This is an optimization exercise on Yosys and OpenROAD, whose aim is small area, a short achievable clock period and few clock cycles per item, not a production implementation. Only simulation tests tie the RTL to the original design; equivalence was not proved.

garnet:
==> flow/design.v (excerpt) <==
module proc(
    i_clk    ,
    i_rstn   ,
    i_en     ,
    i_grant_rd  ,
    i_grant_wr  ,
    i_valid  ,
    i_instr ,
    i_data ,
    o_addr  ,
    o_finish ,
    o_req_rd,
    o_req_wr,
    o_ack    ,
    o_data   ,
    o_wr_size ,
    o_busy
);
==> flow/config.mk <==
export PLATFORM = sky130hd
export DESIGN_NAME = proc
export DESIGN_NICKNAME = proc
export VERILOG_FILES = /design/flow/design.v
export SDC_FILE = /design/flow/constraint.sdc
export NUM_CORES = 4
export LEC_CHECK = 0
export CAP_MARGIN = 20
export CORE_MARGIN = 2
export CORE_UTILIZATION = 55
export SLEW_MARGIN = 20
export SYNTH_HIERARCHICAL = 1
==> flow/constraint.sdc <==
create_clock -name core_clock -period 11.0 [get_ports {i_clk}]
set_input_delay 2.2000 -clock core_clock [delete_from_list [all_inputs] [get_ports {i_clk}]]
set_output_delay 2.2000 -clock core_clock [all_outputs]
set_load 0.01 [all_outputs]
standard.sh (not shown) runs the stock make flow with config.mk's settings and CLKGATE_MAP_FILE= SYNTH_SCRIPT=/design/flow/synth_recipe.tcl, a recipe that flattens the netlist after the stock synthesis.
==> flow/flow/run.sh <==
#!/bin/bash
# Own flow: the standard ORFS flow (standard.sh, unchanged synthesis), with
#  - the port buffers made as sky130_fd_sc_hd__buf_1 instead of the default delay buffer,
#  - timing repair (floorplan, CTS, global route) aiming at extra setup slack,
#  - clock tree synthesis without dummy loads.
# The make output goes to make.log; ORFS writes each step's log under orfs/logs/.
set -euo pipefail
export BUFFER_PORTS_ARGS="-buffer_cell sky130_fd_sc_hd__buf_1"
export SETUP_SLACK_MARGIN=7.3
export CTS_ARGS="-sink_clustering_enable -repair_clock_nets -sink_clustering_size 12 -sink_clustering_max_diameter 60 -buf_list {sky130_fd_sc_hd__clkbuf_8 sky130_fd_sc_hd__clkbuf_16} -dont_use_dummy_load"
bash standard.sh > make.log 2>&1
Testbench counts of garnet, summed over its fixed seeds: cycles 21,430, items 15,905.
Here is what was changed in the inputs of maple compared with garnet.
- swapping 55 for 65 in CORE_UTILIZATION
diff --git a/flow/flow/run.sh b/flow/flow/run.sh
--- a/flow/flow/run.sh
+++ b/flow/flow/run.sh
@@ -8,4 +8,4 @@
 export BUFFER_PORTS_ARGS="-buffer_cell sky130_fd_sc_hd__buf_1"
 export SETUP_SLACK_MARGIN=7.3
-export CTS_ARGS="-sink_clustering_enable -repair_clock_nets -sink_clustering_size 12 -sink_clustering_max_diameter 60 -buf_list {sky130_fd_sc_hd__clkbuf_8 sky130_fd_sc_hd__clkbuf_16} -dont_use_dummy_load"
+export CTS_ARGS="-sink_clustering_enable -repair_clock_nets -sink_clustering_size 8 -sink_clustering_max_diameter 40 -buf_list {sky130_fd_sc_hd__clkbuf_4} -dont_use_dummy_load -root_buf sky130_fd_sc_hd__clkbuf_16"
 bash standard.sh > make.log 2>&1
[summary]
- maple ended up with rreg[126]$_DFF_P_ as its worst setup path endpoint; garnet ended up with rreg[83]$_DFF_P_.
- Going from garnet to maple, sequential cell area closely matched the old numbers; detailed-route wire length decreased by 6200 um relative to the old numbers.
Input-level comparison between lagoon and maple:
- TNS_END_PERCENT: unset -> 10
diff --git a/flow/flow/run.sh b/flow/flow/run.sh
--- a/flow/flow/run.sh
+++ b/flow/flow/run.sh
@@ -7,5 +7,5 @@
 set -euo pipefail
 export BUFFER_PORTS_ARGS="-buffer_cell sky130_fd_sc_hd__buf_1"
-export SETUP_SLACK_MARGIN=7.3
-export CTS_ARGS="-sink_clustering_enable -repair_clock_nets -sink_clustering_size 8 -sink_clustering_max_diameter 40 -buf_list {sky130_fd_sc_hd__clkbuf_4} -dont_use_dummy_load -root_buf sky130_fd_sc_hd__clkbuf_16"
+export SETUP_SLACK_MARGIN=7.6
+export CTS_ARGS="-sink_clustering_enable -repair_clock_nets -sink_clustering_size 8 -sink_clustering_max_diameter 40 -buf_list {sky130_fd_sc_hd__clkbuf_4} -dont_use_dummy_load"
 bash standard.sh > make.log 2>&1
## What came out
Per the final summary, lagoon finished and its layout is clean on timing, DRC and antenna.
Going from maple to lagoon, initial cell density of the core barely changed; synthesized area barely changed.
Compared with maple, placement density in the core of lagoon is higher.
Final cycle utilization of the critical path ended up 1.4 points lower on lagoon than on maple.
maple → lagoon: via count +615, multi-input gate area in the final layout -380 um^2, standard cell area after detailed placement -about 1.3%.
Final routed wire length divided by cell count, lagoon and maple: smaller value in maple

port drivers added, routing unchanged:
The results above use ideal ports. As a check the final layouts listed here were re-extracted and re-timed, cells and wires unchanged.
Step 1 assumes that a clkbuf_16 drives the clock port and a buf_2 every other input.
Step 2 times the ports against the registers' clock, not the clock port: input delays grow and output delays shrink by t, the midpoint of the rising clock arrivals with the driver on.
Slacks: no drivers / after step 1 / after step 2; pairs: no drivers / after step 1.
| run | t, ns | slack for setup (ns) | hold slack, ns | latest minus earliest clock arrival (ns) | slew at the worst register clock pin (ns) |
|---|---|---|---|---|---|
| garnet | 0.661 | 7.078 / 7.104 / 6.442 | 0.347 / 0.347 / 0.347 | 0.093 / 0.093 | 0.06 / 0.06 |
| maple | 0.649 | 7.107 / 7.144 / 6.495 | 0.332 / 0.332 / 0.332 | 0.078 / 0.078 | 0.10 / 0.10 |
| lagoon | 0.947 | 7.260 / 7.192 / 6.347 | 0.355 / 0.355 / 0.355 | 0.138 / 0.138 | 0.10 / 0.10 |
After both steps every run listed still meets setup and hold. For lagoon, which loses most, drivers alone change the setup slack by -0.068 ns; drivers and shift together by -0.913 ns.
